This design comes from an exercise in tuning for small area on the open sky130 flow, not from production work. At most, simulation tests tie the RTL to the original design; equivalence was not proved.

==> run K: inputs <==
// Top_FFT
module Top_FFT #(
    parameter   INTEGER_SIZE = 4,
                FRACT_SIZE = 14,
                NFFT = 64
) (
    input       wire                                             clk, rst,
    input       wire                                             start_FFT,
    input       wire    signed  [INTEGER_SIZE+FRACT_SIZE-1:0]    serial_in_r, serial_in_i,
    output      wire    signed  [INTEGER_SIZE+FRACT_SIZE-1:0]    serial_out_r, serial_out_i,
    output      wire                                             end_FFT, data_valid_FFT
);
Settings: LEC_CHECK=0, ABC_AREA=1, CAP_MARGIN=20, CORE_MARGIN=2, CORE_UTILIZATION=55, CTS_BUF_LIST=sky130_fd_sc_hd__clkbuf_16, CTS_CLUSTER_DIAMETER=120, CTS_CLUSTER_SIZE=22, PLACE_DENSITY=0.7, SLEW_MARGIN=20; clock period 12.0 ns.
run.sh (not shown) runs the stock make flow with config.mk's settings and CLKGATE_MAP_FILE= SYNTH_SCRIPT=/design/flow/synth_recipe.tcl, a recipe that flattens the netlist after the stock synthesis.
==> inputs of run F, as changes to run K <==
--- a/flow/design.v
+++ b/flow/design.v
@@ -828,16 +828,37 @@
 sdf_delay #(.W(2*W), .D(1)) R6  (.clk(clk), .din(ml ? o6  : {serial_in_r, serial_in_i}), .dout(y));
 sdf_delay #(.W(2*W), .D(1)) DL6 (.clk(clk), .din(ml ? dl6 : y),    .dout(a6));
 sdf_delay #(.W(2*W), .D(1)) R5  (.clk(clk), .din(ml ? w5  : a6),   .dout(u6));
 sdf_delay #(.W(2*W), .D(1)) R4  (.clk(clk), .din(ml ? o4  : u6),   .dout(u5));
 sdf_delay #(.W(2*W), .D(1)) P5  (.clk(clk), .din(ml ? o5  : u5),   .dout(p5));
 sdf_delay #(.W(2*W), .D(1)) DL5 (.clk(clk), .din(ml ? dl5 : p5),   .dout(dl5a));
-sdf_delay #(.W(2*W), .D(1)) DL5B (.clk(clk), .din(dl5a), .dout(a5));
 assign u1 = dl5a;
 wire [2*W-1:0] a1, dl1, o1;
-sdf_delay #(.W(2*W), .D(32)) DL1 (.clk(clk), .din(dl1), .dout(a1));
+reg  [2*W-1:0] dl1w [0:31];
+wire           ms4 = busy & (cnt >= 8'd73);
+wire           ms6 = busy & (cnt >= 8'd75);
+wire           ms7 = busy & (cnt >= 8'd76);
+wire [38:0]    q51n, q51;
+wire [39:0]    q52n, q52;
+reg  [2:0]     q51x;
+reg  [3:0]     q52x;
+integer k1;
+always @(posedge clk) begin
+    dl1w[0] <= dl1;
+    for (k1 = 1; k1 < 32; k1 = k1 + 1)
+        if (k1 != 4 && k1 != 6 && k1 != 7) dl1w[k1] <= dl1w[k1-1];
+    dl1w[4] <= ms4 ? dl5a        : dl1w[3];
+    dl1w[6] <= ms6 ? q51n[38:3]  : dl1w[5];
+    dl1w[7] <= ms7 ? q52n[39:4]  : dl1w[6];
+    q51x    <= q51n[2:0];
+    q52x    <= q52n[3:0];
+end
+assign a1  = dl1w[31];
+assign a5  = dl1w[4];
+assign q51 = {dl1w[6], q51x};
+assign q52 = {dl1w[7], q52x};
 sdf_bfly  #(.W(W)) BF1 (.sel(t1[5]), .tw(m1[4] & m1[5]),
     .a_r(a1[2*W-1:W]), .a_i(a1[W-1:0]), .u_r(u1[2*W-1:W]), .u_i(u1[W-1:0]),
     .dl_r(dl1[2*W-1:W]), .dl_i(dl1[W-1:0]), .o_r(o1[2*W-1:W]), .o_i(o1[W-1:0]));
 wire [2*W-1:0] u2;
 sdf_delay #(.W(2*W), .D(1)) R1 (.clk(clk), .din(o1), .dout(u2));
 wire [2*W-1:0] a2, dl2, o2;
@@ -871,18 +892,14 @@
 sdf_bfly  #(.W(W)) BF4 (.sel(t4[2]), .tw(m4[1] & m4[2]),
     .a_r(a4[2*W-1:W]), .a_i(a4[W-1:0]), .u_r(u4[2*W-1:W]), .u_i(u4[W-1:0]),
     .dl_r(dl4[2*W-1:W]), .dl_i(dl4[W-1:0]), .o_r(o4[2*W-1:W]), .o_i(o4[W-1:0]));
 sdf_bfly  #(.W(W)) BF5 (.sel(t5[1]), .tw(1'b0),
     .a_r(a5[2*W-1:W]), .a_i(a5[W-1:0]), .u_r(u5[2*W-1:W]), .u_i(u5[W-1:0]),
     .dl_r(dl5[2*W-1:W]), .dl_i(dl5[W-1:0]), .o_r(o5[2*W-1:W]), .o_i(o5[W-1:0]));
-wire [38:0]    q51n, q51;
-wire [39:0]    q52n, q52;
 w8_front2 TF5 (.addr(ad5f), .in_r(p5[2*W-1:W]), .in_i(p5[W-1:0]),
                .q1(q51), .q1n(q51n), .q2n(q52n));
-sdf_delay #(.W(39), .D(1)) Q51 (.clk(clk), .din(q51n), .dout(q51));
-sdf_delay #(.W(40), .D(1)) Q52 (.clk(clk), .din(q52n), .dout(q52));
 w8_back  TB5 (.addr(q52[1:0]), .q(q52[39:2]), .out_r(w5[2*W-1:W]), .out_i(w5[W-1:0]));
 sdf_bfly  #(.W(W)) BF6 (.sel(t6[0]), .tw(1'b0),
     .a_r(a6[2*W-1:W]), .a_i(a6[W-1:0]), .u_r(u6[2*W-1:W]), .u_i(u6[W-1:0]),
     .dl_r(dl6[2*W-1:W]), .dl_i(dl6[W-1:0]), .o_r(o6[2*W-1:W]), .o_i(o6[W-1:0]));
 assign serial_out_r = y[2*W-1:W];
 assign serial_out_i = y[W-1:0];
CAP_MARGIN = 5   (was 20)
CORE_UTILIZATION = 65   (was 55)
PLACE_DENSITY = 0.8   (was 0.7)
SLEW_MARGIN = 5   (was 20)
==> inputs of run R, as changes to run K <==
--- a/flow/design.v
+++ b/flow/design.v
@@ -806,36 +806,27 @@
 );
 localparam W = INTEGER_SIZE + FRACT_SIZE;
 wire       busy;
 wire [7:0] cnt;
 fft_ctrl CTRL (.clk(clk), .rst(rst), .start_FFT(start_FFT), .busy(busy), .cnt(cnt),
                .end_FFT(end_FFT), .data_valid(data_valid_FFT));
-localparam LIN = 6;
-localparam S1 = LIN - 1, S2 = S1 + 32 + 1, S3 = S2 + 16 + 3, S4 = S3 + 8 + 2, S5 = S4 + 4 + 1, S6 = S5 + 2 + 4;
+localparam LIN = 5;
+localparam S1 = LIN - 1, S2 = S1 + 32 + 1, S3 = S2 + 16 + 3, S4 = S3 + 8 + 3, S5 = S4 + 4 + 1, S6 = S5 + 2 + 4;
 wire [7:0] t1 = cnt - S1, t2 = cnt - S2, t3 = cnt - S3, t4 = cnt - S4, t5 = cnt - S5, t6 = cnt - S6;
 wire [7:0] m1  = cnt - (S1 + 32);
 wire [7:0] m2n = cnt - (S2 + 16), m2b = cnt - (S2 + 16 + 2);
 wire [7:0] m3n = cnt - (S3 + 8);        
 wire [7:0] m4  = cnt - (S4 + 4);
 wire [7:0] m5n = cnt - (S5 + 2);
 reg  [1:0] ad2f, ad5f;
 always @(posedge clk) begin
     ad2f <= m2n[3] ? {m2n[4], m2n[5]} : 2'd0;
     ad5f <= m5n[0] ? {m5n[1], m5n[2]} : 2'd0;
 end
-wire ml = busy & (cnt >= 8'd68);           
-wire [2*W-1:0] u1, y, a6, u6, u5, p5, dl5a, a5;
-wire [2*W-1:0] dl6, o6, w5, o4, o5, dl5;
-sdf_delay #(.W(2*W), .D(1)) R6  (.clk(clk), .din(ml ? o6  : {serial_in_r, serial_in_i}), .dout(y));
-sdf_delay #(.W(2*W), .D(1)) DL6 (.clk(clk), .din(ml ? dl6 : y),    .dout(a6));
-sdf_delay #(.W(2*W), .D(1)) R5  (.clk(clk), .din(ml ? w5  : a6),   .dout(u6));
-sdf_delay #(.W(2*W), .D(1)) R4  (.clk(clk), .din(ml ? o4  : u6),   .dout(u5));
-sdf_delay #(.W(2*W), .D(1)) P5  (.clk(clk), .din(ml ? o5  : u5),   .dout(p5));
-sdf_delay #(.W(2*W), .D(1)) DL5 (.clk(clk), .din(ml ? dl5 : p5),   .dout(dl5a));
-sdf_delay #(.W(2*W), .D(1)) DL5B (.clk(clk), .din(dl5a), .dout(a5));
-assign u1 = dl5a;
+wire [2*W-1:0] u1;
+sdf_delay #(.W(2*W), .D(LIN)) DIN (.clk(clk), .din({serial_in_r, serial_in_i}), .dout(u1));
 wire [2*W-1:0] a1, dl1, o1;
 sdf_delay #(.W(2*W), .D(32)) DL1 (.clk(clk), .din(dl1), .dout(a1));
 sdf_bfly  #(.W(W)) BF1 (.sel(t1[5]), .tw(m1[4] & m1[5]),
     .a_r(a1[2*W-1:W]), .a_i(a1[W-1:0]), .u_r(u1[2*W-1:W]), .u_i(u1[W-1:0]),
     .dl_r(dl1[2*W-1:W]), .dl_i(dl1[W-1:0]), .o_r(o1[2*W-1:W]), .o_i(o1[W-1:0]));
 wire [2*W-1:0] u2;
@@ -856,34 +847,46 @@
 sdf_delay #(.W(2*W), .D(8)) DL3 (.clk(clk), .din(dl3), .dout(a3));
 sdf_bfly  #(.W(W)) BF3 (.sel(t3[3]), .tw(1'b0),
     .a_r(a3[2*W-1:W]), .a_i(a3[W-1:0]), .u_r(u3[2*W-1:W]), .u_i(u3[W-1:0]),
     .dl_r(dl3[2*W-1:W]), .dl_i(dl3[W-1:0]), .o_r(o3[2*W-1:W]), .o_i(o3[W-1:0]));
 wire [2*W-1:0] p3, w3, u4;
 wire [41:0]    cn3, c3;
-wire [71:0]    f3;
+wire [71:0]    f3, q3;
 sdf_delay #(.W(2*W), .D(1)) P3 (.clk(clk), .din(o3), .dout(p3));
 tw64_rom ROM3 (.address(m3n[5:0]), .dr(cn3[41:21]), .di(cn3[20:0]));
 sdf_delay #(.W(42), .D(1)) C3 (.clk(clk), .din(cn3), .dout(c3));
 w64_front TF3 (.in_r(p3[2*W-1:W]), .in_i(p3[W-1:0]), .dr(c3[41:21]), .di(c3[20:0]), .q(f3));
-w64_back  TB3 (.q(f3), .out_r(w3[2*W-1:W]), .out_i(w3[W-1:0]));
+sdf_delay #(.W(72), .D(1)) Q3 (.clk(clk), .din(f3), .dout(q3));
+w64_back  TB3 (.q(q3), .out_r(w3[2*W-1:W]), .out_i(w3[W-1:0]));
 sdf_delay #(.W(2*W), .D(1)) R3 (.clk(clk), .din(w3), .dout(u4));
-wire [2*W-1:0] a4, dl4;
+wire [2*W-1:0] a4, dl4, o4;
 sdf_delay #(.W(2*W), .D(4)) DL4 (.clk(clk), .din(dl4), .dout(a4));
 sdf_bfly  #(.W(W)) BF4 (.sel(t4[2]), .tw(m4[1] & m4[2]),
     .a_r(a4[2*W-1:W]), .a_i(a4[W-1:0]), .u_r(u4[2*W-1:W]), .u_i(u4[W-1:0]),
     .dl_r(dl4[2*W-1:W]), .dl_i(dl4[W-1:0]), .o_r(o4[2*W-1:W]), .o_i(o4[W-1:0]));
+wire [2*W-1:0] u5;
+sdf_delay #(.W(2*W), .D(1)) R4 (.clk(clk), .din(o4), .dout(u5));
+wire [2*W-1:0] a5, dl5, o5;
+sdf_delay #(.W(2*W), .D(2)) DL5 (.clk(clk), .din(dl5), .dout(a5));
 sdf_bfly  #(.W(W)) BF5 (.sel(t5[1]), .tw(1'b0),
     .a_r(a5[2*W-1:W]), .a_i(a5[W-1:0]), .u_r(u5[2*W-1:W]), .u_i(u5[W-1:0]),
     .dl_r(dl5[2*W-1:W]), .dl_i(dl5[W-1:0]), .o_r(o5[2*W-1:W]), .o_i(o5[W-1:0]));
+wire [2*W-1:0] p5, w5, u6;
 wire [38:0]    q51n, q51;
 wire [39:0]    q52n, q52;
+sdf_delay #(.W(2*W), .D(1)) P5 (.clk(clk), .din(o5), .dout(p5));
 w8_front2 TF5 (.addr(ad5f), .in_r(p5[2*W-1:W]), .in_i(p5[W-1:0]),
                .q1(q51), .q1n(q51n), .q2n(q52n));
 sdf_delay #(.W(39), .D(1)) Q51 (.clk(clk), .din(q51n), .dout(q51));
 sdf_delay #(.W(40), .D(1)) Q52 (.clk(clk), .din(q52n), .dout(q52));
 w8_back  TB5 (.addr(q52[1:0]), .q(q52[39:2]), .out_r(w5[2*W-1:W]), .out_i(w5[W-1:0]));
+sdf_delay #(.W(2*W), .D(1)) R5 (.clk(clk), .din(w5), .dout(u6));
+wire [2*W-1:0] a6, dl6, o6;
+sdf_delay #(.W(2*W), .D(1)) DL6 (.clk(clk), .din(dl6), .dout(a6));
 sdf_bfly  #(.W(W)) BF6 (.sel(t6[0]), .tw(1'b0),
     .a_r(a6[2*W-1:W]), .a_i(a6[W-1:0]), .u_r(u6[2*W-1:W]), .u_i(u6[W-1:0]),
     .dl_r(dl6[2*W-1:W]), .dl_i(dl6[W-1:0]), .o_r(o6[2*W-1:W]), .o_i(o6[W-1:0]));
+wire [2*W-1:0] y;
+sdf_delay #(.W(2*W), .D(1)) R6 (.clk(clk), .din(o6), .dout(y));
 assign serial_out_r = y[2*W-1:W];
 assign serial_out_i = y[W-1:0];
 endmodule
CTS_CLUSTER_DIAMETER = 100   (was 120)
CTS_CLUSTER_SIZE = 18   (was 22)
==> comparison <==
Run K finished with timing, DRC and antenna clean. Run R finished clean. Run F produced a clean layout. Die area, lowest first: run F, run K, run R. Design area, lowest first: run F, run K, run R. Count of clock-buffer cells in the layout: run K is lower than run R (45). Between run F and run R, the lower first-iteration DRC count is in run R (gap 69%, measured against run R). Cell count: run R is larger than run F (1.5%). Sequential share of layout area, highest first: run R, run K, run F. Between run K and run F, the lower worst setup slack is in run F (gap 110 ps). Between run R and run F, the lower register-to-register slack is in run F (gap 810 ps).
Only the layout flow was run in run R; the RTL was not checked for function there.

## what the ideal ports hide
In the flow no input, the clock included, has a driving cell. The finished layouts below were timed again as built, in two steps. Step 1, drivers: a clkbuf_16 drives clk and a buf_2 each remaining input, both assumed. Step 2 also shifts input and output timing later by t, the mid clock arrival at the registers, as if the neighbouring blocks saw the same clock. Slacks: ideal ports / drivers / drivers and shift; pairs: ideal ports / drivers.
run | t (ns) | setup WS [ns] | worst setup path at the end | worst slew at a driven data input, ns | pins driven straight from the clock port
run K | 0.897 | 0.429 / 0.429 / 0.429 | register to register | 0.19 | 1
run F | 0.879 | 0.322 / 0.322 / 0.322 | register to register | 0.06 | 1
run R | 0.916 | 1.130 / 1.130 / 1.130 | register to register | 0.10 | 1
After both steps setup and hold are still met in every run listed.
